From an optimization exercise on the open Yosys and OpenROAD flow, aimed at small area; shortcuts taken in it are not production practice. Only simulation tests tie the RTL to the original design; equivalence was not proved. Power and IR drop assume default switching activity.

==> module spinn_receiver, before the edit <==
module spinn_receiver
(
  input             clk,
  input             rst,
  input             enable,
  output reg        err,
  input       [6:0] data_2of7,
  output reg        ack,
  output reg [31:0] pkt_key,
  output reg        pkt_mc,
  output reg        pkt_par,
  output reg        pkt_vld,
  input             pkt_rdy,
  output      [2:0] dbg_state
);
  localparam REST_ST = 3'd0;
  localparam IDLE_ST = 3'd1;
  localparam TRAN_ST = 3'd2;
  localparam WTRD_ST = 3'd3;
  localparam ERR0_ST = 3'd4;
  localparam EOP0_ST = 3'd5;
  localparam PARK_ST = 3'd6;
  reg  [2:0] state;
  reg  [6:0] old_data_2of7;
  reg  [4:0] cnt;
  reg        long_pkt;
  reg [31:0] key;            
  reg        key_mc;         
  reg        par_a, par_b;   
  wire [6:0] d = data_2of7 ^ old_data_2of7;
  reg dat, eop, nsb;
  always @(*) begin
    dat = 1'b0;
    eop = 1'b0;
    nsb = 1'b1;
    case (d)
      7'b0010001, 7'b0010010, 7'b0010100, 7'b0011000,
      7'b0100001, 7'b0100010, 7'b0100100, 7'b0101000,
      7'b1000001, 7'b1000010, 7'b1000100, 7'b1001000,
      7'b0000011, 7'b0000110, 7'b0001100, 7'b0001001: dat = 1'b1;
      7'b1100000:                                     eop = 1'b1;
      7'd0, 7'd1, 7'd2, 7'd4, 7'd8, 7'd16, 7'd32, 7'd64: nsb = 1'b0;
      default: ;
    endcase
  end
  wire bad = nsb & ~dat & ~eop;
  wire       g3 = ~(d[4] | d[5] | d[6]);
  wire [3:0] symbol;
  assign symbol[3] = d[6] | g3;
  assign symbol[2] = d[5] | g3;
  assign symbol[1] = d[3] | (~g3 & d[2]);
  assign symbol[0] = g3 ? ((d[1] & d[2]) | (d[0] & d[3])) : (d[1] | d[3]);
  wire       sym_par = ^symbol;
  wire busy    = pkt_vld & ~pkt_rdy;
  wire exp_eop = (~long_pkt & (cnt == 5'd10)) | (cnt == 5'd18);
  wire short18 = ~long_pkt & (cnt == 5'd18);
  wire st_idle = (state == IDLE_ST);
  wire st_tran = (state == TRAN_ST);
  wire st_err  = (state == ERR0_ST);
  wire st_eop  = (state == EOP0_ST);
  wire st_wtrd = (state == WTRD_ST);
  wire take = ((st_eop & exp_eop) | st_wtrd) & ~busy;
  wire adv = (st_idle & nsb) | (st_tran & (dat | bad)) |
             ((st_eop | st_wtrd) & ~busy) | (st_err & (nsb | (cnt == 5'd31)));
  always @(posedge clk or posedge rst)
    if (rst)
      ack <= 1'b0;
    else if (state == REST_ST)
      ack <= 1'b1;
    else if (adv)
      ack <= ~ack;
  always @(posedge clk)
    if ((state == REST_ST) | adv)
      old_data_2of7 <= data_2of7;
  wire [4:0] cnt_inc = cnt + 5'd1;
  always @(posedge clk)
    if (st_idle)
      cnt <= {4'd0, dat};
    else if (st_tran) begin
      if (dat)
        cnt <= cnt_inc;
      else if (bad)
        cnt <= 5'd0;
    end else if (st_err)
      cnt <= cnt_inc;
  wire       sym_in = dat & (st_idle | st_tran);
  wire [4:0] cnew   = st_idle ? 5'd1 : cnt_inc;
  wire       kshift = sym_in & (~long_pkt | (cnew <= 5'd10));
  always @(posedge clk)
    if (st_idle & dat)
      long_pkt <= symbol[1];
  always @(posedge clk)
    if (kshift) begin
      key    <= {symbol, key[31:4]};
      key_mc <= ~key[3] & ~key[2];
    end
  always @(posedge clk)
    if (sym_in) begin
      par_a <= (cnew == 5'd1) ? sym_par : (par_a ^ sym_par);
      par_b <= (cnew == 5'd9) ? sym_par : (par_b ^ sym_par);
    end
  always @(posedge clk)
    if (take) begin
      pkt_key <= key;
      pkt_mc  <= key_mc;
      pkt_par <= short18 ? par_b : par_a;
    end
  always @(posedge clk or posedge rst)
    if (rst)
      pkt_vld <= 1'b0;
    else
      pkt_vld <= take | busy;
  always @(posedge clk or posedge rst)
    if (rst)
      err <= 1'b0;
    else
      err <= st_err;
  always @(posedge clk or posedge rst)
    if (rst)
      state <= REST_ST;
    else
      case (state)
        REST_ST, PARK_ST:
          state <= enable ? IDLE_ST : PARK_ST;
        IDLE_ST:
          if (dat)
            state <= TRAN_ST;
          else if (bad)
            state <= ERR0_ST;
        TRAN_ST:
          if (bad)
            state <= ERR0_ST;
          else if (eop)
            state <= EOP0_ST;
        EOP0_ST:
          if (busy)
            state <= exp_eop ? WTRD_ST : EOP0_ST;
          else
            state <= enable ? IDLE_ST : PARK_ST;
        WTRD_ST:
          if (~busy)
            state <= enable ? IDLE_ST : PARK_ST;
        ERR0_ST:
          if (eop)
            state <= enable ? IDLE_ST : PARK_ST;
        default: ;
      endcase
  assign dbg_state = state;
endmodule
==> module fifo3, before the edit <==
module fifo3
(
  input             clk,
  input             rst,
  input             wr,
  input             rd,
  input      [31:0] din,
  output     [31:0] dout,
  output            empty,
  output            full
);
  reg  [1:0] len;
  reg [31:0] f0, f1, f2;
  always @(posedge clk or posedge rst)
    if (rst)
      len <= 2'd0;
    else
      len <= len + {1'b0, wr} - {1'b0, rd};
  wire f0_din  = (len == 2'd0) | ((len == 2'd1) & rd);
  wire f0_nxt  = len[1] & rd;
  wire f0_keep = ~(f0_din | f0_nxt);
  wire f1_din  = ~len[1] | ((len == 2'd2) & rd);
  wire f1_nxt  = (len == 2'd3) & rd;
  wire f1_keep = ~(f1_din | f1_nxt);
  always @(posedge clk) begin
    f0 <= ({32{f0_din}} & din) | ({32{f0_nxt}} & f1) | ({32{f0_keep}} & f0);
    f1 <= ({32{f1_din}} & din) | ({32{f1_nxt}} & f2) | ({32{f1_keep}} & f1);
    if (len != 2'd3)
      f2 <= din;
  end
  assign dout  = f0;
  assign empty = (len == 2'd0);
  assign full  = (len == 2'd3);
endmodule
Settings: LEC_CHECK=0, ABC_AREA=1, CAP_MARGIN=20, CORE_MARGIN=2, CORE_UTILIZATION=40, SLEW_MARGIN=20; clock period 10.0 ns.
standard.sh (not shown) runs the stock make flow with config.mk's settings and CLKGATE_MAP_FILE= SYNTH_SCRIPT=/design/flow/synth_recipe.tcl, a recipe that flattens the netlist after the stock synthesis.
==> flow/flow/run.sh <==
#!/bin/bash
# Layout flow: the standard ORFS flow (standard.sh) with
#  - its synthesis script unchanged except for an area-only abc script
#    (abc_area.script) and no adder extraction (ADDER_MAP_FILE empty), so
#    the registers are mapped by the same dfflibmap step as the standard
#    synthesis and abc only maps the logic between them,
#  - buf_1 port buffers,
#  - a clock tree of clkbuf_4 with small sink clusters and no dummy loads.
set -euo pipefail
HERE=$(pwd)
rm -rf "$HERE/orfs_scripts"
cp -r "$FLOW_HOME/scripts" "$HERE/orfs_scripts"
cp "$HERE/flow/abc_area.script" "$HERE/orfs_scripts/abc_area.script"
export BUFFER_PORTS_ARGS="-buffer_cell sky130_fd_sc_hd__buf_1"
export CTS_ARGS="-sink_clustering_enable -repair_clock_nets -dont_use_dummy_load -buf_list sky130_fd_sc_hd__clkbuf_4 -sink_clustering_size 10 -sink_clustering_max_diameter 40"
bash standard.sh SCRIPTS_DIR="$HERE/orfs_scripts" ADDER_MAP_FILE= finish > "$HERE/standard.log" 2>&1
==> flow/flow/abc_area.script <==
strash
dch -f
amap -F 2 -A 8
topo
strash
dch -f
amap -F 2 -A 8
topo
Rerun with:
--- a/flow/design.v
+++ b/flow/design.v
@@ -117,8 +117,9 @@
       par_b <= (cnew == 5'd9) ? sym_par : (par_b ^ sym_par);
     end
   always @(posedge clk)
+    pkt_key <= ({32{take}} & key) | ({32{busy}} & pkt_key);
+  always @(posedge clk)
     if (take) begin
-      pkt_key <= key;
       pkt_mc  <= key_mc;
       pkt_par <= short18 ? par_b : par_a;
     end
@@ -279,8 +280,7 @@
   always @(posedge clk) begin
     f0 <= ({32{f0_din}} & din) | ({32{f0_nxt}} & f1) | ({32{f0_keep}} & f0);
     f1 <= ({32{f1_din}} & din) | ({32{f1_nxt}} & f2) | ({32{f1_keep}} & f1);
-    if (len != 2'd3)
-      f2 <= din;
+    f2 <= ({32{~full}} & din) | ({32{full & ~rd}} & f2);
   end
   assign dout  = f0;
   assign empty = (len == 2'd0);
=>
- first-iteration DRC count is lower by 15%
- total power barely changes
- setup slack is worse by 0.095 ns
- critical path depth is higher by 1
- register-to-register slack is worse by 0.31 ns
- clock-buffer cell count is higher by 6

[port drivers added, routing unchanged]
No port has a modelled driver above. Below, the same layouts with a new extraction and two added sets of constraints.
Step 1 assumes that a clkbuf_16 drives the clock port and a buf_2 every other input.
Step 2 times the ports against the registers' clock, not the clock port: input delays grow and output delays shrink by t, the midpoint of the rising clock arrivals with the driver on.
Three values: ideal ports, drivers, drivers and shift; two values: the first two.
run | shift t [ns] | setup slack, ns | clock arrival spread, ns
the first run | 0.693 | 5.240 / 5.197 / 5.197 | 0.124 / 0.124
the second run | 0.750 | 5.146 / 5.095 / 5.280 | 0.102 / 0.103
After both steps setup and hold are still met in every run listed. For the first run, which loses most, drivers alone change the setup slack by -0.043 ns; drivers and shift together by -0.043 ns.
